Source: an optimization exercise on an open RTL-to-GDS flow (aim: small area and a short achievable clock period). Production flows keep margins and buffers that such runs may drop. Where RTL was checked, it was by simulation tests only, not by an equivalence proof against the original. Power figures rest on the tool's default switching activity, not on a simulated workload.

// maxpool_new
module maxpool_new(
	input [4:0] stride,
	input  maxpool_enable,
	output reg [18:0] address1 , write_address,
	output reg maxpool_done, patch_end,
	input clk ,
	input reset,
	input [9:0]  w1 ,h1,
	input [4:0] w2,h2,
	output reg [9:0] width, height
    );
reg [9:0] w1r;
reg [4:0] w2m1, h2m1, sr;
reg       s_h2;          
reg [4:0]  hi, vi;       
reg [9:0]  Hn;           
reg        fw;           
reg [18:0] W;            
reg [18:0] N;            
reg [9:0]  Vrem;         
reg [9:0]  q;            
reg [4:0]  r;            
reg        wvalid;       
reg        done_i;       
wire [18:0] a_step, w_sum, wa_n;
wire [4:0]  hi_n, vi_n, rs_n, rt_n;
wire [9:0]  hs_n, Vrem_n, q_n;
wire        done_n, pe_n, fw_n;
wire        c_run, c_a_step, c_a_w, c_a_N, c_vi, c_pend;
wire        c_hi, c_vi1, c_hs, c_qi, c_q0, c_rs, c_rt, c_rsr;
wire        c_qr, c_row, c_width, c_ncap;
maxpool_step st (
	.w1r(w1r), .w2m1(w2m1), .h2m1(h2m1), .sr(sr), .s_h2(s_h2),
	.address1(address1), .write_address(write_address), .maxpool_done(done_i),
	.hi(hi), .vi(vi), .Hn(Hn), .fw(fw), .W(W), .Vrem(Vrem),
	.q(q), .r(r), .wvalid(wvalid),
	.a_step(a_step), .w_sum(w_sum), .wa_n(wa_n),
	.hi_n(hi_n), .vi_n(vi_n), .rs_n(rs_n), .rt_n(rt_n),
	.hs_n(hs_n), .Vrem_n(Vrem_n), .q_n(q_n),
	.done_n(done_n), .pe_n(pe_n), .fw_n(fw_n),
	.c_run(c_run), .c_a_step(c_a_step), .c_a_w(c_a_w), .c_a_N(c_a_N),
	.c_vi(c_vi), .c_pend(c_pend),
	.c_qr(c_qr), .c_row(c_row), .c_width(c_width), .c_ncap(c_ncap),
	.c_hi(c_hi), .c_vi1(c_vi1), .c_hs(c_hs), .c_qi(c_qi), .c_q0(c_q0),
	.c_rs(c_rs), .c_rt(c_rt), .c_rsr(c_rsr)
);
wire [18:0] a_d, wa_d, W_d, N_d;
wire [4:0]  hi_d, vi_d, r_d;
wire [9:0]  Hn_d, Vrem_d, q_d, width_d, height_d;
wire        done_d, done_i_d, pe_d, fw_d, wv_d;
maxpool_gate gt (
	.reset(reset), .en(maxpool_enable), .stride(stride), .sr(sr), .h1(h1),
	.address1(address1), .write_address(write_address), .maxpool_done(maxpool_done),
	.done_i(done_i), .patch_end(patch_end), .hi(hi), .vi(vi), .Hn(Hn), .fw(fw), .W(W), .N(N),
	.Vrem(Vrem), .q(q), .r(r), .wvalid(wvalid), .width(width), .height(height),
	.a_step(a_step), .w_sum(w_sum), .wa_n(wa_n),
	.hi_n(hi_n), .vi_n(vi_n), .rs_n(rs_n), .rt_n(rt_n),
	.hs_n(hs_n), .Vrem_n(Vrem_n), .q_n(q_n),
	.done_n(done_n), .pe_n(pe_n), .fw_n(fw_n),
  ...
export LEC_CHECK = 0
export CAP_MARGIN = 50
export CORE_MARGIN = 2
export CORE_UTILIZATION = 40
export CTS_BUF_LIST = sky130_fd_sc_hd__clkbuf_8
export SLEW_MARGIN = 70
export SYNTH_HIERARCHICAL = 1
create_clock -name core_clock -period 25.0 [get_ports {clk}]
standard.sh (not shown) runs the stock make flow with config.mk's settings and CLKGATE_MAP_FILE= SYNTH_SCRIPT=/design/flow/synth_recipe.tcl, a recipe that flattens the netlist after the stock synthesis.
==> flow/flow/run.sh <==
#!/bin/bash
# Standard layout, with the port buffers made from buf_1 cells and timing
# repair (gate upsizing and pin swaps only) asked to leave more setup slack
# than the clock period needs.
export BUFFER_PORTS_ARGS="-buffer_cell sky130_fd_sc_hd__buf_1"
export SETUP_SLACK_MARGIN=19.0
export SETUP_MOVE_SEQUENCE="sizeup,swap"
export SKIP_GATE_CLONING=1
bash standard.sh > standard.log 2>&1
Edit:
==> flow/flow/run.sh (replaced) <==
#!/bin/bash
# Standard layout, with the port buffers made from buf_1 cells and timing
# repair asked to leave more setup slack than the clock period needs.
export BUFFER_PORTS_ARGS="-buffer_cell sky130_fd_sc_hd__buf_1"
export SETUP_SLACK_MARGIN=18
bash standard.sh > standard.log 2>&1
The changed run finished with timing, DRC and antenna clean. Register-to-register slack gets better by 0.03 ns. Wire length falls by 1.1%. Clock power falls by about 7%. Fmax falls by 2.3%. Non-clock buffer count stays the same. Flip-flop and latch count stays the same. Synthesized area is unchanged. Cell count does not change. Die area stays the same.

== lane 1 ==
Another version of the RTL of maxpool_new (not shown whole).
Size in the first run: ~910 cells after synthesis, roughly 98 I/O pins, about 0.0095 mm2 of cells after synthesis.
clock: 25.0 ns
lec_check: 0
cap_margin: 50
core_margin: 2
core_utilization: 40
cts_buf_list: sky130_fd_sc_hd__clkbuf_8
slew_margin: 70
synth_hierarchical: 1
==> flow/flow/run.sh <==
#!/bin/bash
# Standard layout, with the port buffers made from buf_1 cells and timing
# repair asked to leave more setup slack than the clock period needs.
export BUFFER_PORTS_ARGS="-buffer_cell sky130_fd_sc_hd__buf_1"
export SETUP_SLACK_MARGIN=18
bash standard.sh > standard.log 2>&1
> inputs changed (lane 1 -> lane 2)
- a change of CAP_MARGIN from 50 to 20
- a change of SLEW_MARGIN from 70 to 20
==> comparison <==
- Lane 2 went all the way through synthesis, placement and routing and the layout is clean on timing, DRC and antenna.
- Lane 2 vs lane 1: share of the cycle needed by the critical path after routing up
- Diff lane 2 and lane 1: cell count higher in lane 1
- | fraction of area in clock buffers and inverters | lane 2 vs lane 1 | ≈ equal |
- Number of cells on the critical path for lane 2: 3 up relative to lane 1
- Delta (lane 2 minus lane 1): sequential cell count saw little to no change, fmax moved down, global-route wire length before repair held, count of plain and timing-repair buffers in the layout decreased by 5 relative to the old numbers.
- On wire length, lane 2 and lane 1 are basically level.
Function was not checked in any run of this note: the RTL went through the layout flow alone.

Another version of the RTL of maxpool_new (not shown whole).
For scale: ~870 cells after synthesis, about 160 flip-flops, ~98 I/O pins, about 9000 um2 of cells after synthesis.
// maxpool_new
module maxpool_new(
	input [4:0] stride,
	input  maxpool_enable,
	output reg [18:0] address1 , write_address,
	output reg maxpool_done, patch_end,
	input clk ,
	input reset,
	input [9:0]  w1 ,h1,
	input [4:0] w2,h2,
	output reg [9:0] width,
	output [9:0] height
    );
export LEC_CHECK = 0
export CAP_MARGIN = 50
export CORE_MARGIN = 2
export CORE_UTILIZATION = 40
export SLEW_MARGIN = 70
export SYNTH_HIERARCHICAL = 1
create_clock -name core_clock -period 25.0 [get_ports {clk}]
==> flow/flow/run.sh <==
#!/bin/bash
# Standard layout, with the port buffers made from buf_2 cells and timing
# repair asked to leave more setup slack than the clock period needs.
export BUFFER_PORTS_ARGS="-buffer_cell sky130_fd_sc_hd__buf_2"
export SETUP_SLACK_MARGIN=18
bash standard.sh > standard.log 2>&1
==> next run, changes <==
- CTS_BUF_LIST: unset -> sky130_fd_sc_hd__clkbuf_8
Result: Global-route usage drops by 0.21 points. Utilization shrinks by 0.88 points. Fmax is about the same. Critical path depth does not change. Synthesized area does not change. Design area came out lower slightly. Power is lower by roughly a tenth.
==> next run, changes <==
==> flow/flow/run.sh (replaced) <==
#!/bin/bash
# Standard layout, with the port buffers made from buf_2 cells and timing
# repair asked to leave more setup slack than the clock period needs.
export BUFFER_PORTS_ARGS="-buffer_cell sky130_fd_sc_hd__buf_1"
export SETUP_SLACK_MARGIN=18
bash standard.sh > standard.log 2>&1
- CTS_BUF_LIST: sky130_fd_sc_hd__clkbuf_8 -> unset
Outcome: The new run ran to the end with no violations; worst hold slack is better by 3.6 ps; setup slack gains 9.1 ps; first-iteration DRC count came out higher by 2.2%; combinational power came out lower by about 1%; final area went up by 0.74%; power grows by 12%; utilization is higher by 0.34 points; routed wire length shrinks by 1.2%.
No run of this note included a check of the RTL's function; only the layout flow was run.

== trial 37 ==
Another version of the RTL of maxpool_new (not shown whole).
For scale: ~160 flip-flops, ~98 I/O pins, about 0.012 sq mm of cells after synthesis.
Design maxpool_new, start of the top module:
module maxpool_new(
	input [4:0] stride,
	input  maxpool_enable,
	output reg [18:0] address1 , write_address,
	output reg maxpool_done, patch_end,
	input clk ,
	input reset,
	input [9:0]  w1 ,h1,
	input [4:0] w2,h2,
	output [9:0] width, height
    );
make LEC_CHECK=0 CAP_MARGIN=20 CORE_MARGIN=2 CORE_UTILIZATION=40 SLEW_MARGIN=20 SYNTH_HIERARCHICAL=1 finish   # period 25.0 ns
run.sh (not shown) runs the stock make flow with config.mk's settings and CLKGATE_MAP_FILE= SYNTH_SCRIPT=/design/flow/synth_recipe.tcl, a recipe that flattens the netlist after the stock synthesis.
Stock flow here: none of the scripts above is used.
Input changes introduced in build 9 (baseline for comparison: trial 37):
-- flow/config.mk --
<<< trial 37, line 11
export SLEW_MARGIN = 20
export SYNTH_HIERARCHICAL = 1
>>> build 9, line 11
export SLEW_MARGIN = 20
Notes after the runs:
Compared with trial 37, count of nets after finishing in build 9 decreased by a few percent. Post-layout minimum cycle time: build 9 and trial 37 compared, lower one is trial 37. Sum of buffers and inverters on the critical path (lower): trial 37. NOTE number of DRC violations after detailed-routing iteration 0 trial 37->build 9 increased slightly. Sort build 9 and trial 37 by growth of design area from synthesis to finish asc -> top: trial 37.
No run of this note included a check of the RTL's function; only the layout flow was run.

Setup of build 32:
Another version of the RTL of maxpool_new (not shown whole).
For scale: roughly 790 cells after synthesis, ~160 flip-flops, ~8500 µm² of cells after synthesis.
Settings: LEC_CHECK=0, CAP_MARGIN=50, CORE_MARGIN=2, CORE_UTILIZATION=60, CTS_BUF_LIST=sky130_fd_sc_hd__clkbuf_8, SLEW_MARGIN=70, SYNTH_HIERARCHICAL=1; clock period 25.0 ns.
standard.sh (not shown) runs the stock make flow with config.mk's settings and CLKGATE_MAP_FILE= SYNTH_SCRIPT=/design/flow/synth_recipe.tcl, a recipe that flattens the netlist after the stock synthesis.
==> flow/flow/run.sh <==
#!/bin/bash
# Standard layout, with the port buffers made from buf_1 cells and timing
# repair asked to leave more setup slack than the clock period needs.
export BUFFER_PORTS_ARGS="-buffer_cell sky130_fd_sc_hd__buf_1"
export SETUP_SLACK_MARGIN=18
bash standard.sh > standard.log 2>&1
The following lists how build 54 was set up differently from build 32:
# build 32
export LEC_CHECK = 0
export CAP_MARGIN = 50
export CORE_MARGIN = 2
export CORE_UTILIZATION = 60
export CTS_BUF_LIST = sky130_fd_sc_hd__clkbuf_8
export SLEW_MARGIN = 70
export SYNTH_HIERARCHICAL = 1
create_clock -name core_clock -period 25.0 [get_ports {clk}]
# build 54
export LEC_CHECK = 0
export CAP_MARGIN = 50
export CORE_MARGIN = 2
export CORE_UTILIZATION = 60
export CTS_BUF_LIST = sky130_fd_sc_hd__clkbuf_8
export PLACE_DENSITY = 0.8
export SLEW_MARGIN = 70
export SYNTH_HIERARCHICAL = 1
create_clock -name core_clock -period 25.0 [get_ports {clk}]
--- outcome ---
Going from build 32 to build 54, count of nets after finishing about even, routing usage on met2 moved down, cell area about even. The higher maximum clock frequency of build 54 and build 32 is in build 54. The lower global-route usage of build 54 and build 32 is in build 54. As far as count of cell types in the netlist is concerned, build 32 and build 54 perform about the same. On layout overhead on the synthesized area, the lower figure sits with build 32, not build 54. Diff build 32..build 54 | post-placement cell count | negligible.
Input-level comparison between build 71 and build 54:
# build 54
export LEC_CHECK = 0
export CAP_MARGIN = 50
export CORE_MARGIN = 2
export CORE_UTILIZATION = 60
export CTS_BUF_LIST = sky130_fd_sc_hd__clkbuf_8
export PLACE_DENSITY = 0.8
export SLEW_MARGIN = 70
export SYNTH_HIERARCHICAL = 1
create_clock -name core_clock -period 25.0 [get_ports {clk}]
# build 71
export LEC_CHECK = 0
export CAP_MARGIN = 50
export CORE_MARGIN = 2
export CORE_UTILIZATION = 40
export CTS_BUF_LIST = sky130_fd_sc_hd__clkbuf_8
export SLEW_MARGIN = 70
export SYNTH_HIERARCHICAL = 1
create_clock -name core_clock -period 25.0 [get_ports {clk}]
Notes after the runs:
Wire length of the first global-routing pass in build 71 vs build 54: up about 6.5%. Diff build 54 -> build 71 | overall routed net length | increase of 5.5%. Between build 54 and build 71, the flow reports met2 layer wire length in the routed design increasing by a few percent. Global-route usage was higher in build 54 than in build 71. When build 71 is set beside build 54, its worst setup slack turns out to be 0.074 ns larger. In the reports for build 54 and build 71, the larger area added between synthesis and finish belongs to build 71. Total power | build 71 below build 54. Build 54 → build 71: clock network contribution to total cell area now smaller, final weighted congestion in routability-driven placement fell by about 8%, starting density of the core decreased by 21 points relative to the old numbers.

re-timing with driven ports:
No port has a modelled driver above. Below, the same layouts with a new extraction and two added sets of constraints. Step 1 (the two cells are an assumption about what drives the block):
set clk [get_ports {clk}]
set_driving_cell -lib_cell sky130_fd_sc_hd__clkbuf_16 $clk
set_driving_cell -lib_cell sky130_fd_sc_hd__buf_2 [delete_from_list [all_inputs] $clk]
Step 2 adds t to the input delays and takes it off the output delays; t is the mean of the earliest and latest rising clock arrival at the registers after step 1. Input paths then give back, and output paths get back, about the clock's delay inside the block. Three values: ideal, step 1, step 2; two values: the first two.
run | t (ns) | setup WS [ns] | clock arrival spread, ns | worst register clock-pin slew, ns
the first run of note 1 | 0.498 | 18.982 / 18.985 / 18.487 | 0.017 / 0.016 | 0.11 / 0.11
the second run of note 1 | 0.492 | 18.843 / 18.861 / 18.369 | 0.020 / 0.020 | 0.10 / 0.10
lane 1 | 0.502 | 18.928 / 18.882 / 18.499 | 0.011 / 0.011 | 0.10 / 0.10
lane 2 | 0.498 | 18.347 / 18.358 / 17.859 | 0.018 / 0.017 | 0.10 / 0.10
the first run of note 3 | 0.479 | 18.741 / 18.695 / 18.536 | 0.007 / 0.007 | 0.07 / 0.07
the second run of note 3 | 0.495 | 18.731 / 18.687 / 18.561 | 0.016 / 0.017 | 0.10 / 0.10
the third run of note 3 | 0.470 | 18.741 / 18.693 / 18.500 | 0.010 / 0.010 | 0.07 / 0.07
trial 37 | 0.473 | 18.114 / 18.122 / 17.649 | 0.012 / 0.012 | 0.07 / 0.07
build 9 | 0.482 | 17.216 / 17.232 / 16.750 | 0.010 / 0.010 | 0.07 / 0.07
build 32 | 0.486 | 18.661 / 18.623 / 18.432 | 0.007 / 0.008 | 0.09 / 0.09
build 54 | 0.485 | 18.681 / 18.643 / 18.316 | 0.013 / 0.013 | 0.09 / 0.09
build 71 | 0.487 | 18.755 / 18.712 / 18.381 | 0.018 / 0.018 | 0.10 / 0.10
After both steps every run listed still meets setup and hold. For the first run of note 1, which loses most, drivers alone change the setup slack by +0.003 ns; drivers and shift together by -0.495 ns.
